Background: an optimization exercise with open tools, aiming at small area, a short achievable clock period and few clock cycles. Do not read the settings as production practice.
Only simulation tests tie the RTL to the original design; equivalence was not proved.
Power figures rest on the tool's default switching activity, not on a simulated workload.

`design/flow/config.mk`:
```
export PLATFORM = sky130hd
export DESIGN_NAME = CPU_6507
export DESIGN_NICKNAME = CPU_6507
export VERILOG_FILES = /design/flow/design.v
export SDC_FILE = /design/flow/constraint.sdc
export NUM_CORES = 4
export LEC_CHECK = 0
export CAP_MARGIN = 20
export CORE_MARGIN = 2
export CORE_UTILIZATION = 40
export SLEW_MARGIN = 20
```
`design/flow/run.sh`:
```
#!/bin/bash
# synth_recipe.tcl (not shown) runs the flow's synth.tcl, then flattens the netlist and writes it again
# the make line also repeats each setting of config.mk as NAME=value (left out here)
make -C /OpenROAD-flow-scripts/flow DESIGN_CONFIG=/design/flow/config.mk WORK_HOME=/design/flow/orfs CLKGATE_MAP_FILE= SYNTH_SCRIPT=/design/flow/synth_recipe.tcl finish
```
`design/flow/constraint.sdc`:
```
create_clock -name core_clock -period 9.0 [get_ports {clk}]
set_input_delay 1.8000 -clock core_clock [delete_from_list [all_inputs] [get_ports {clk}]]
set_output_delay 1.8000 -clock core_clock [all_outputs]
set_load 0.01 [all_outputs]
```
`design/flow/design.v`:
```
module CPU_6507(
	output [12:0] addr_bus,
	output reg [7:0] d_out,
	input [7:0] d_in,
	output reg wenb,
	input clk,
	input rstb,
	input rdy
);
localparam T0 = 5'd0, T1 = 5'd1, ABS2 = 5'd2, IDX = 5'd3, BR = 5'd4, BRFIX = 5'd5;
localparam DATA = 5'd8, MOD = 5'd9, WR = 5'd10, PLO = 5'd11, PHI = 5'd12, PHIJ = 5'd13;
localparam PUSHH = 5'd16, PUSHL = 5'd17, PUSHR = 5'd18, SINC = 5'd19, PULLP = 5'd20, PULLL = 5'd21, PULLH = 5'd22, PULLA = 5'd23;
reg [7:0] A, X, Y, S;
reg N, V, D, I, Z, C;
reg [15:0] PC;
reg [7:0] IR, DL, ABL;
reg [4:0] ABH;
reg [4:0] st;
wire [7:0] P = {N, V, 2'b00, D, I, Z, C};
assign addr_bus = st[4] ? {5'b00001, S} : st[3] ? {ABH, ABL} : PC[12:0];
wire [2:0] aaa = IR[7:5];
wire [2:0] bbb = IR[4:2];
wire [1:0] cc = IR[1:0];
wire g1 = cc == 2'b01;
wire g2 = cc == 2'b10;
wire g0 = cc == 2'b00;
wire m_imm = (g1 & bbb == 3'b010) | (~g1 & bbb == 3'b000 & aaa[2]);
wire m_zp = bbb == 3'b001;
wire m_zpi = bbb == 3'b101;
wire m_izx = g1 & bbb == 3'b000;
wire m_izy = g1 & bbb == 3'b100;
wire m_absi = bbb == 3'b111 | (g1 & bbb == 3'b110);
wire use_y = (g1 & (bbb == 3'b110 | bbb == 3'b100)) | (g2 & aaa[2:1] == 2'b10);
wire is_store = aaa == 3'b100 & ~(g0 & ~bbb[0]) & ~(g2 & bbb[1:0] == 2'b10);
wire is_rmw = g2 & ~(aaa[2:1] == 2'b10) & bbb[0];
wire is_branch = g0 & bbb == 3'b100;
wire is_jmp = IR == 8'h4C;
wire is_jmpi = IR == 8'h6C;
wire is_jsr = IR == 8'h20;
wire is_brk = IR == 8'h00;
reg take;
always @(*) begin
	case (aaa[2:1])
		2'b00: take = N;
		2'b01: take = V;
		2'b10: take = C;
		default: take = Z;
	endcase
	take = take == aaa[0];
end
localparam R0 = 4'd0, RA = 4'd1, RX = 4'd2, RY = 4'd3, RS = 4'd4, RPL = 4'd5, RPH = 4'd6, RAL = 4'd7, RDL = 4'd8;
localparam OP_ADD = 3'd0, OP_AND = 3'd1, OP_OR = 3'd2, OP_EOR = 3'd3, OP_SHL = 3'd4, OP_SHR = 3'd5;
reg [3:0] rsel;
reg [1:0] msel;  
reg [2:0] op;
reg cin;
reg wA, wX, wY, wS, wNZ, wC, wV, bitop;
always @(*) begin
	rsel = R0; msel = 2'd2; op = OP_OR; cin = 1'b0;
	wA = 0; wX = 0; wY = 0; wS = 0; wNZ = 0; wC = 0; wV = 0; bitop = 0;
	case (st)
		T0: begin
			casez (IR)
				8'b000???01: begin rsel = RA; msel = 0; op = OP_OR; wA = 1; wNZ = 1; end
				8'b001???01: begin rsel = RA; msel = 0; op = OP_AND; wA = 1; wNZ = 1; end
				8'b010???01: begin rsel = RA; msel = 0; op = OP_EOR; wA = 1; wNZ = 1; end
				8'b011???01: begin rsel = RA; msel = 0; op = OP_ADD; cin = C; wA = 1; wNZ = 1; wC = 1; wV = 1; end
				8'b111???01: begin rsel = RA; msel = 1; op = OP_ADD; cin = C; wA = 1; wNZ = 1; wC = 1; wV = 1; end
				8'b101???01, 8'h68: begin msel = 0; wA = 1; wNZ = 1; end
				8'b110???01: begin rsel = RA; msel = 1; op = OP_ADD; cin = 1; wNZ = 1; wC = 1; end
				8'hA2, 8'hA6, 8'hAE, 8'hB6, 8'hBE: begin msel = 0; wX = 1; wNZ = 1; end
				8'hA0, 8'hA4, 8'hAC, 8'hB4, 8'hBC: begin msel = 0; wY = 1; wNZ = 1; end
				8'hE0, 8'hE4, 8'hEC: begin rsel = RX; msel = 1; op = OP_ADD; cin = 1; wNZ = 1; wC = 1; end
				8'hC0, 8'hC4, 8'hCC: begin rsel = RY; msel = 1; op = OP_ADD; cin = 1; wNZ = 1; wC = 1; end
				8'h24, 8'h2C: begin rsel = RA; msel = 0; op = OP_AND; wNZ = 1; bitop = 1; wV = 1; end
				8'hAA: begin rsel = RA; wX = 1; wNZ = 1; end
				8'hA8: begin rsel = RA; wY = 1; wNZ = 1; end
				8'h8A: begin rsel = RX; wA = 1; wNZ = 1; end
				8'h98: begin rsel = RY; wA = 1; wNZ = 1; end
				8'hBA: begin rsel = RS; wX = 1; wNZ = 1; end
				8'h9A: begin rsel = RX; wS = 1; end
				8'hE8: begin rsel = RX; op = OP_ADD; cin = 1; wX = 1; wNZ = 1; end
				8'hCA: begin rsel = RX; msel = 3; op = OP_ADD; wX = 1; wNZ = 1; end
				8'hC8: begin rsel = RY; op = OP_ADD; cin = 1; wY = 1; wNZ = 1; end
				8'h88: begin rsel = RY; msel = 3; op = OP_ADD; wY = 1; wNZ = 1; end
				8'h0A: begin rsel = RA; op = OP_SHL; cin = 0; wA = 1; wNZ = 1; wC = 1; end
				8'h2A: begin rsel = RA; op = OP_SHL; cin = C; wA = 1; wNZ = 1; wC = 1; end
				8'h4A: begin rsel = RA; op = OP_SHR; cin = 0; wA = 1; wNZ = 1; wC = 1; end
				8'h6A: begin rsel = RA; op = OP_SHR; cin = C; wA = 1; wNZ = 1; wC = 1; end
				default: ;
			endcase
		end
		MOD: begin
			rsel = RDL; wNZ = 1;
			case (aaa)
				3'b000: begin op = OP_SHL; cin = 0; wC = 1; end
				3'b001: begin op = OP_SHL; cin = C; wC = 1; end
				3'b010: begin op = OP_SHR; cin = 0; wC = 1; end
				3'b011: begin op = OP_SHR; cin = C; wC = 1; end
				3'b110: begin op = OP_ADD; msel = 3; end
				default: begin op = OP_ADD; cin = 1; end
			endcase
		end
		IDX: begin rsel = use_y ? RY : RX; msel = 0; op = OP_ADD; end
		ABS2: begin rsel = m_absi ? (use_y ? RY : RX) : R0; msel = 0; op = OP_ADD; end
		PHI: begin rsel = m_izy ? RY : R0; msel = 0; op = OP_ADD; end
		PLO: begin rsel = RAL; op = OP_ADD; cin = 1; end
		BR: begin rsel = RPL; msel = 0; op = OP_ADD; end
		BRFIX: begin rsel = RPH; msel = DL[7] ? 2'd3 : 2'd2; op = OP_ADD; cin = ~DL[7]; end
		PUSHH, PUSHL, PUSHR: begin rsel = RS; msel = 3; op = OP_ADD; wS = 1; end
		SINC, PULLL: begin rsel = RS; op = OP_ADD; cin = 1; wS = 1; end
		PULLP: begin rsel = RS; op = OP_ADD; cin = 1; wS = ~IR[3]; end
		default: ;
	endcase
end
reg [7:0] R;
always @(*) begin
	case (rsel)
		RA: R = A;
		RX: R = X;
		RY: R = Y;
		RS: R = S;
		RPL: R = PC[7:0];
		RPH: R = PC[15:8];
		RAL: R = ABL;
		RDL: R = DL;
		default: R = 8'h00;
	endcase
end
wire [7:0] M = msel == 2'd0 ? DL : msel == 2'd1 ? ~DL : msel == 2'd2 ? 8'h00 : 8'hFF;
wire [8:0] sum = {1'b0, R} + {1'b0, M} + {8'b0, cin};
reg [7:0] res;
reg cout;
always @(*) begin
	cout = sum[8];
	case (op)
		OP_ADD: res = sum[7:0];
		OP_AND: res = R & M;
		OP_OR: res = R | M;
		OP_EOR: res = R ^ M;
		OP_SHL: begin res = {R[6:0], cin}; cout = R[7]; end
		default: begin res = {cin, R[7:1]}; cout = R[0]; end
	endcase
end
wire ovf = (R[7] == M[7]) & (res[7] != R[7]);
reg [4:0] ns;
always @(*) begin
	ns = T0;
	case (st)
		T0: begin
			if ((d_in[3:0] == 4'h8 & (d_in[7] | d_in[4])) | (d_in[3:0] == 4'hA & (d_in[7] | ~d_in[4])))
				ns = T0;
			else if (d_in == 8'h08 || d_in == 8'h48) ns = PUSHR;
			else if (d_in == 8'h00) ns = PUSHH;
			else if (d_in == 8'h28 || d_in == 8'h68 || d_in == 8'h40 || d_in == 8'h60) ns = SINC;
			else ns = T1;
		end
		T1: begin
			if (m_imm) ns = T0;
			else if (is_branch) ns = take ? BR : T0;
			else if (m_zp) ns = DATA;
			else if (m_zpi | m_izx) ns = IDX;
			else if (m_izy) ns = PLO;
			else ns = ABS2;
		end
		IDX: ns = m_izx ? PLO : DATA;
		ABS2: ns = is_jmp ? T0 : is_jsr ? PUSHH : is_jmpi ? PLO : DATA;
		PLO: ns = (is_jmpi | is_brk) ? PHIJ : PHI;
		PHI: ns = DATA;
		PHIJ: ns = T0;
		DATA: ns = is_rmw ? MOD : T0;
		MOD: ns = WR;
		WR: ns = T0;
		BR: ns = (cout != DL[7]) ? BRFIX : T0;
		BRFIX: ns = T0;
		PUSHH: ns = PUSHL;
		PUSHL: ns = is_brk ? PUSHR : T0;
		PUSHR: ns = is_brk ? PLO : T0;
		SINC: ns = IR[3] ? (IR[6] ? PULLA : PULLP) : (IR[5] ? PULLL : PULLP);
		PULLP: ns = IR[3] ? T0 : PULLL;
		PULLL: ns = PULLH;
		PULLH: ns = T0;
		PULLA: ns = T0;
		default: ns = T0;
	endcase
end
always @(*) begin
	if (st[4]) begin
		case (st[1:0])
			2'b00: d_out = PC[15:8];
			2'b01: d_out = PC[7:0];
			default: d_out = IR[6] ? A : P;
		endcase
	end else if (st[1]) d_out = DL;
	else d_out = cc[0] ? A : cc[1] ? X : Y;
end
wire [15:0] PCinc = PC + 16'd1;
wire [4:0] ABHc = d_in[4:0] + {4'b0, cout};
always @(posedge clk) begin
	if (!rstb) begin
		st <= PLO;
		IR <= 8'h00;
		ABL <= 8'hFC;
		ABH <= 5'h1F;
		wenb <= 1'b1;
		A <= 0; X <= 0; Y <= 0; S <= 0;
		N <= 0; V <= 0; D <= 0; I <= 1; Z <= 1; C <= 0;
	end else if (rdy) begin
		st <= ns;
		wenb <= ~(ns == WR || ns == PUSHH || ns == PUSHL || ns == PUSHR || (ns == DATA && is_store));
		if (wA) A <= res;
		if (wX) X <= res;
		if (wY) Y <= res;
		if (wS) S <= res;
		if (wNZ) begin N <= bitop ? M[7] : res[7]; Z <= res == 8'h00; end
		if (wC) C <= cout;
		if (wV) V <= bitop ? M[6] : ovf;
		case (st)
			T0: begin
				IR <= d_in;
				PC <= PCinc;
				casez (IR)
					8'b00?11000: C <= IR[5];
					8'b01?11000: I <= IR[5];
					8'hB8: V <= 1'b0;
					8'b11?11000: D <= IR[5];
					default: ;
				endcase
			end
			T1: begin
				DL <= d_in;
				PC <= PCinc;
				ABL <= d_in;
				ABH <= 5'd0;
			end
			IDX: begin ABL <= res; ABH <= 5'd0; end
			ABS2: begin
				if (is_jmp) PC <= {d_in, DL};
				else PC <= PCinc;
				if (is_jsr) ABL <= d_in;
				else begin ABL <= res; ABH <= ABHc; end
			end
			PLO: begin DL <= d_in; ABL <= res; end
			PHI: begin ABL <= res; ABH <= ABHc; end
			PHIJ: PC <= {d_in, DL};
			DATA: DL <= d_in;
			MOD: DL <= res;
			BR: PC[7:0] <= res;
			BRFIX: PC[15:8] <= res;
			PUSHH: if (is_jsr) PC[15:8] <= ABL;
			PUSHL: if (is_jsr) PC[7:0] <= DL;
			PUSHR: if (is_brk) begin I <= 1'b1; ABL <= 8'hFE; ABH <= 5'h1F; end
			PULLP: begin N <= d_in[7]; V <= d_in[6]; D <= d_in[3]; I <= d_in[2]; Z <= d_in[1]; C <= d_in[0]; end
			PULLL: PC[7:0] <= d_in;
			PULLH: PC[15:8] <= d_in;
			PULLA: DL <= d_in;
			default: ;
		endcase
	end
end
endmodule
```
==> results.txt <==
cell families after synthesis:
group,share of synthesized area
AND/OR/NAND/NOR,0.226
AO/OA/AOI/OAI,0.299
buffers and inverters,0.0626
flip-flops,0.235
multiplexers,0.110
XOR/XNOR,0.0335
adder cells (fa/ha/maj),0.0334
worst max path at each step:
| stage | endpoint | slack (ns) | cells after the start |
|---|---|---|---|
| CTS | ABH[4] | 2.71 | 24 |
| global placement | ABH[4] | 2.78 | 24 |
| finish | ABH[4] | 2.49 | 24 |
| floorplan | ABH[4] | 4.18 | 27 |
| global route | ABH[4] | 2.01 | 24 |
| detailed placement | ABH[4] | 2.76 | 24 |
Yosys cell counts (all sizes together) (6+ instances only):
| library cell | count |
|---|---|
| and2 | 9 |
| o21a | 9 |
| mux2 | 20 |
| nand3 | 43 |
| or3 | 7 |
| a22o | 10 |
| nor2b | 13 |
| dfxtp | 65 |
| nand2 | 123 |
| o21ai | 94 |
| edfxtp | 24 |
| a31oi | 11 |
| ha | 19 |
| inv | 40 |
| a21oi | 72 |
| o22ai | 9 |
| nor4 | 7 |
| a221oi | 11 |
| xnor2 | 13 |
| and3 | 7 |
| a211oi | 24 |
| mux4 | 7 |
| mux2i | 56 |
| clkbuf | 48 |
| nor2 | 120 |
| o31a | 6 |
| xor2 | 20 |
| buf | 34 |
| nor3 | 25 |
| o211ai | 21 |
| o221ai | 6 |
| a22oi | 29 |
| nand2b | 22 |
cell type report:
type / instances / area, sq um / share of cell area
Timing Repair Buffer: 53 / 478 / 0.0509
Clock inverter: 7 / 90.1 / 0.00960
Inverter: 41 / 154 / 0.0164
Clock buffer: 9 / 225 / 0.0240
Multi-Input combinational cell: 905 / 6070 / 0.647
Sequential cell: 89 / 2020 / 0.216
Tap cell: 275 / 344 / 0.0367
layer usage:
metal  vias to the layer above  share of wire  GRT usage
met3                        92           0.10     0.0584
met5                         -              0          0
met4                         0          0.040      0.132
met2                       633           0.44      0.478
met1                      4360           0.42      0.429
li1                       4123              -          -
metrics by stage:
step           total power (W)  cells
4_1_cts                0.00141   1379
2_1_floorplan         0.000801   1117
6_report               0.00143   1379
3_3_place_gp          0.000981   1363
5_1_grt                0.00148   1379
3_5_place_dp          0.000979   1363
state kept, by name, summed over array words and instances (netlist names):
| name | cells |
|---|---|
| ABL | 8 |
| N | 1 |
| IR | 8 |
| C | 1 |
| PC | 16 |
| Z | 1 |
| I | 1 |
| A | 8 |
| ABH | 5 |
| D | 1 |
| S | 8 |
| wenb | 1 |
| V | 1 |
| st | 5 |
| X | 8 |
| Y | 8 |
| DL | 8 |
power by group through the flow:
stage,Clock [W],Combinational [W],Sequential (W)
2_1_floorplan,0,0.000353,0.000448
3_3_place_gp,0,0.000520,0.000461
3_5_place_dp,0,0.000519,0.000460
4_1_cts,0.000439,0.000522,0.000451
5_1_grt,0.000453,0.000570,0.000453
6_report,0.000442,0.000538,0.000452
==> impl_metrics.env <==
export IMPL_holdWs_ns=0.510
export IMPL_nFillCells=2188
export IMPL_rsz0062_at_grt="false"
export IMPL_synth_edff_count=24
export IMPL_cpMaxStageDelayCell="dfxtp_1"
export IMPL_dr_total_vias=9208
export IMPL_slowest_delay_ns=1.09
export IMPL_peakVddDrop_mv=0.0977
export IMPL_fp_coreArea_sq_um=21100
export IMPL_relSlewSlack=0.230
export IMPL_arrival_ns=6.76
export IMPL_post_cts_buffers=0
export IMPL_status="timing/DRC/antenna clean"
export IMPL_num_rows=53
export IMPL_tns_ns=0
export IMPL_synth_top_cell_area_share=0.151
export IMPL_min_period_ns=6.51
export IMPL_r2r_start="IR[0]"
export IMPL_worstHoldPathType="flip-flop to flip-flop"
export IMPL_maxCapViolCount=0
export IMPL_crit_type="flip-flop to flip-flop"
export IMPL_switchingPower_w=0.000589
export IMPL_crit_fanout=34
export IMPL_synthArstFlopShare=0
export IMPL_setup_ws_ns=2.49
export IMPL_cts_hold_buf=0
export IMPL_reg2reg_slack_ns=2.49
export IMPL_hold_viol=0
export IMPL_fin_nets=1131
export IMPL_clk_path_buf_depth=2
export IMPL_grt_pass1_wl_um=53100
export IMPL_finalClockSkew_ns=0.0154
export IMPL_netlist_area_sq_um=8620
export IMPL_path_cells="nand4bb_1 -> nor3_1 -> o31ai_1 -> a21oi_1 -> a22o_1 -> a221o_1 -> fa_1 -> inv_1 -> fa_1 -> nor2b_1 -> o31a_1 -> o21a_1 -> o21a_1 -> o21ai_0 -> nand2_1 -> o221ai_2 -> inv_1 -> ha_1 -> ha_1 -> nand3_1 -> xnor2_1 -> o211ai_1 -> o21ai_0 -> nand2_1"
export IMPL_htreeDepth=3
export IMPL_ios=33
export IMPL_clk_pin_slew_ns=0.08
export IMPL_p_int_w=0.000843
export IMPL_overflow=0
export IMPL_drt_first_pass_iters=5
export IMPL_combinationalPowerShare=0.376
export IMPL_critPathRequiredTime_ns=9.25
export IMPL_ys_flop_type="dfxtp_1"
export IMPL_die_height_um=151
export IMPL_p_leak_nw=3.14
export IMPL_finalMaxSlewViolations=0
export IMPL_avgSynthCellArea_sq_um=7.72
export IMPL_route_detailed_drc=0
export IMPL_crit_buf_inv=2
export IMPL_vias_per_cell=6.68
export IMPL_cts_buffers_inserted=9
export IMPL_max_freq_ghz=0.154
export IMPL_yosysTopAreaCell="dfxtp_1"
export IMPL_synth_area_top_cells="dfxtp_1 (15%), edfxtp_1 (8.4%), mux2i_1 (6.5%), nand2_1 (5.4%), nor2_1 (5.0%)"
export IMPL_netlist_instances=1117
export IMPL_dieArea_sq_um=22700
export IMPL_synthDistinctLibCells=102
export IMPL_switching_share=0.411
export IMPL_grt_usage=0.312
export IMPL_ys_warn_count=1
export IMPL_place_gp_congestion=1.00
export IMPL_wl_per_cell_um=25.7
export IMPL_yosys_register_bits=89
export IMPL_drive_gt1_frac=0.0933
export IMPL_ant_nets=0
export IMPL_whs_path_depth=1
export IMPL_diodes=0
export IMPL_clockPowerShare=0.308
export IMPL_cts_tree="built"
export IMPL_tightest_slew_ns=1.15
export IMPL_utilization=0.445
export IMPL_post_route_period_util=0.723
export IMPL_antenna_found_initial=0
export IMPL_synth_net_count=1149
export IMPL_hp_start="I"
export IMPL_drt_initial_drc_count=1341
export IMPL_ys_seq_area_frac=0.235
export IMPL_seq_power_share=0.316
export IMPL_drt_wl_total_um=35400
export IMPL_cts_root_buf="clkbuf_16"
export IMPL_worstReg2RegEnd="ABH[4]"
export IMPL_final_common_cell="nand2_1"
export IMPL_grt_max_degree=46
export IMPL_post_cts_resized=0
export IMPL_area_growth_pct=8.91
export IMPL_final_cell_mix="nand2_1 (123), nor2_1 (115), o21ai_0 (85)"
export IMPL_dp_hpwl_um=25700
export IMPL_startpoint="IR[0]"
export IMPL_grt_pass1_vias=8562
export IMPL_power_density_nw_per_um2=153
export IMPL_port_buffers=32
export IMPL_initial_core_util=0.409
export IMPL_dp_slack_ns=2.76
export IMPL_end_kind="flip-flop"
export IMPL_fin_area_sq_um=9390
export IMPL_clk_latency_ns=0.38
export IMPL_worst_r2r_cell_count=24
export IMPL_cts_sinks=89
export IMPL_hold_end="I"
export IMPL_setup_viol=0
export IMPL_crit_path_start_kind="flip-flop"
export IMPL_cpLargestDelayFamily="compound AO/OA/AOI/OAI gates"
export IMPL_die_w_um=151
export IMPL_place_area_sq_um=9070
Testbench counts, summed over its fixed seeds: cycles 244,174.

[afterwards: timing with drivers on the ports]
In the flow no input, the clock included, has a driving cell. The finished layout below was timed again as built, in two steps.
Step 1 assumes that a clkbuf_16 drives the clock port and a buf_2 every other input.
Step 2 also shifts input and output timing later by t, the mid clock arrival at the registers, as if the neighbouring blocks saw the same clock.
Slacks: ideal / step 1 / step 2; pairs: ideal / step 1.
shift t [ns]: 0.416
setup WS [ns]: 2.490 / 2.490 / 2.490
hold WS [ns]: 0.510 / 0.510 / 0.510
After both steps setup and hold are still met in this run. The setup slack of this run moves by 0.000 ns with the drivers and by 0.000 ns with both steps.
